What follows belongs to an exercise in optimizing a design on an open flow for small area, a short achievable clock period and few clock cycles per item; a production flow would make more cautious choices. RTL that was checked went through simulation tests only; none was proved equivalent to the original. Power is estimated from default activity; no workload was simulated.

Setup of P:
// booth_multiplier
module booth_multiplier(clk, reset_n, multiplier, multiplicand, op_start, op_clear, result, op_done);
Size: about 2,300 cells after synthesis, ~300 flip-flops, about 260 I/O pins, about 23,000 um2 of cells after synthesis.
clock: 6.0 ns
lec_check: 0
cap_margin: 20
core_margin: 2
core_utilization: 40
setup_slack_margin: 3.3
slew_margin: 20
run.sh (not shown) runs the stock make flow with config.mk's settings and CLKGATE_MAP_FILE= SYNTH_SCRIPT=/design/flow/synth_recipe.tcl, a recipe that flattens the netlist after the stock synthesis.
Testbench counts of P, summed over its fixed seeds: cycles 5,760, items 480.
Inputs modified between P and Q:
--- a/flow/design.v
+++ b/flow/design.v
@@ -33,34 +33,46 @@
 		assign n_two[g] = (eb[2*g+2] & ~eb[2*g+1] & ~eb[2*g]) | (~eb[2*g+2] & eb[2*g+1] & eb[2*g]);
 		assign n_neg[g] = eb[2*g+2];
 	end endgenerate
 	reg [3:0] e_one, e_two, e_neg;     
 	wire [3:0] n_nz = n_one | n_two;
 	reg [3:0] f_one, f_two, f_neg;     
+	reg [3:0] g_nz, g_two, g_neg;      
+	reg [3:0] h_nz, h_two, h_neg;      
 	always @(posedge clk) begin
 		e_one <= n_one; e_two <= n_two; e_neg <= n_neg;
 		f_one <= ~n_one; f_two <= ~n_two; f_neg <= ~n_neg;
+		g_nz <= n_nz; g_two <= n_two; g_neg <= n_neg;
+		h_nz <= ~n_nz; h_two <= ~n_two; h_neg <= ~n_neg;
 	end
 	wire [3:0] negb = e_neg;
 	wire [64:0] bx = {B[63], B};
 	wire [64:0] bx2 = {B, 1'b0};
 	wire [64:0] pp0, px0;
-	assign px0[31:0] = {32{e_neg[0]}} ^ (({32{e_one[0]}} & bx[31:0]) | ({32{e_two[0]}} & bx2[31:0]));
-	assign px0[64:32] = {33{f_neg[0]}} ^ (({33{f_one[0]}} | ~bx[64:32]) & ({33{f_two[0]}} | ~bx2[64:32]));
+	assign px0[15:0] = {16{e_neg[0]}} ^ (({16{e_one[0]}} & bx[15:0]) | ({16{e_two[0]}} & bx2[15:0]));
+	assign px0[31:16] = {16{f_neg[0]}} ^ (({16{f_one[0]}} | ~bx[31:16]) & ({16{f_two[0]}} | ~bx2[31:16]));
+	assign px0[48:32] = {17{g_neg[0]}} ^ ({17{g_nz[0]}} & (g_two[0] ? bx2[48:32] : bx[48:32]));
+	assign px0[64:49] = ~{16{h_neg[0]}} ^ (~{16{h_nz[0]}} & (h_two[0] ? bx[64:49] : bx2[64:49]));
 	assign pp0 = {~px0[64], px0[63:0]};
 	wire [64:0] pp1, px1;
-	assign px1[31:0] = {32{e_neg[1]}} ^ (({32{e_one[1]}} & bx[31:0]) | ({32{e_two[1]}} & bx2[31:0]));
-	assign px1[64:32] = {33{f_neg[1]}} ^ (({33{f_one[1]}} | ~bx[64:32]) & ({33{f_two[1]}} | ~bx2[64:32]));
+	assign px1[15:0] = {16{e_neg[1]}} ^ (({16{e_one[1]}} & bx[15:0]) | ({16{e_two[1]}} & bx2[15:0]));
+	assign px1[31:16] = {16{f_neg[1]}} ^ (({16{f_one[1]}} | ~bx[31:16]) & ({16{f_two[1]}} | ~bx2[31:16]));
+	assign px1[48:32] = {17{g_neg[1]}} ^ ({17{g_nz[1]}} & (g_two[1] ? bx2[48:32] : bx[48:32]));
+	assign px1[64:49] = ~{16{h_neg[1]}} ^ (~{16{h_nz[1]}} & (h_two[1] ? bx[64:49] : bx2[64:49]));
 	assign pp1 = {~px1[64], px1[63:0]};
 	wire [64:0] pp2, px2;
-	assign px2[31:0] = {32{e_neg[2]}} ^ (({32{e_one[2]}} & bx[31:0]) | ({32{e_two[2]}} & bx2[31:0]));
-	assign px2[64:32] = {33{f_neg[2]}} ^ (({33{f_one[2]}} | ~bx[64:32]) & ({33{f_two[2]}} | ~bx2[64:32]));
+	assign px2[15:0] = {16{e_neg[2]}} ^ (({16{e_one[2]}} & bx[15:0]) | ({16{e_two[2]}} & bx2[15:0]));
+	assign px2[31:16] = {16{f_neg[2]}} ^ (({16{f_one[2]}} | ~bx[31:16]) & ({16{f_two[2]}} | ~bx2[31:16]));
+	assign px2[48:32] = {17{g_neg[2]}} ^ ({17{g_nz[2]}} & (g_two[2] ? bx2[48:32] : bx[48:32]));
+	assign px2[64:49] = ~{16{h_neg[2]}} ^ (~{16{h_nz[2]}} & (h_two[2] ? bx[64:49] : bx2[64:49]));
 	assign pp2 = {~px2[64], px2[63:0]};
 	wire [64:0] pp3, px3;
-	assign px3[31:0] = {32{e_neg[3]}} ^ (({32{e_one[3]}} & bx[31:0]) | ({32{e_two[3]}} & bx2[31:0]));
-	assign px3[64:32] = {33{f_neg[3]}} ^ (({33{f_one[3]}} | ~bx[64:32]) & ({33{f_two[3]}} | ~bx2[64:32]));
+	assign px3[15:0] = {16{e_neg[3]}} ^ (({16{e_one[3]}} & bx[15:0]) | ({16{e_two[3]}} & bx2[15:0]));
+	assign px3[31:16] = {16{f_neg[3]}} ^ (({16{f_one[3]}} | ~bx[31:16]) & ({16{f_two[3]}} | ~bx2[31:16]));
+	assign px3[48:32] = {17{g_neg[3]}} ^ ({17{g_nz[3]}} & (g_two[3] ? bx2[48:32] : bx[48:32]));
+	assign px3[64:49] = ~{16{h_neg[3]}} ^ (~{16{h_nz[3]}} & (h_two[3] ? bx[64:49] : bx2[64:49]));
 	assign pp3 = {~px3[64], px3[63:0]};
 	wire fs1 = S[0] ^ C[0] ^ negb[0];
 	wire fc1 = (S[0] & C[0]) | (S[0] & negb[0]) | (C[0] & negb[0]);
 	wire fs2 = S[1] ^ C[1] ^ fc1;
 	wire fc2 = (S[1] & C[1]) | (S[1] & fc1) | (C[1] & fc1);
 	wire fs3 = S[2] ^ C[2] ^ negb[1];
Notes after the runs:
- Final core utilization, Q and P: lower on Q
- Delta (Q minus P): net switching power figure went up by 5.2%; wire length of the first global-routing pass went down by 0.80%; diode insertion count for antenna repair went up by 1.
- Number of instances in the synthesized netlist is lower on P
- Q — met2 routing resource usage after global routing 1.6 points lower, P as reference
- Looking at fmax, Q sits 4.2 MHz higher than P does.
- Compared with P, in Q buffers plus inverters on the worst setup path shows a reduction of 1, sum of met2 wire segment lengths after detailed routing shows no meaningful change.
- Relative to P, final period utilization has gone down in Q.
- Fraction of the mapped netlist area in compound gates: Q vs P down 4.4 points
- Diff P -> Q: global router's overall resource usage now smaller, power now larger, number of nets with antenna violations after detailed routing comparable.
Function not checked in Q: the RTL went through the layout flow alone.

## static timing again, ports no longer ideal
The results above use ideal ports. As a check the final layouts listed here were re-extracted and re-timed, cells and wires unchanged. Step 1 sets driving cells, clkbuf_16 on the clock port and buf_2 on the other inputs (assumed; they add their load-dependent delay and slew). Step 2 moves the port delays by t, midway between the first and last clock arrival at a register: inputs arrive t later, outputs are due t later. That takes back most of the time a late clock gives input paths. Three values: no drivers, after step 1, after step 2; two values: the first two.
run | shift t [ns] | slack for setup (ns) | worst setup path at the end | worst register clock-pin slew, ns
P | 0.627 | 2.926 / 2.926 / 2.926 | register to register | 0.07 / 0.07
Q | 0.637 | 2.965 / 2.965 / 2.965 | register to register | 0.06 / 0.06
After both steps every run listed still meets setup and hold.
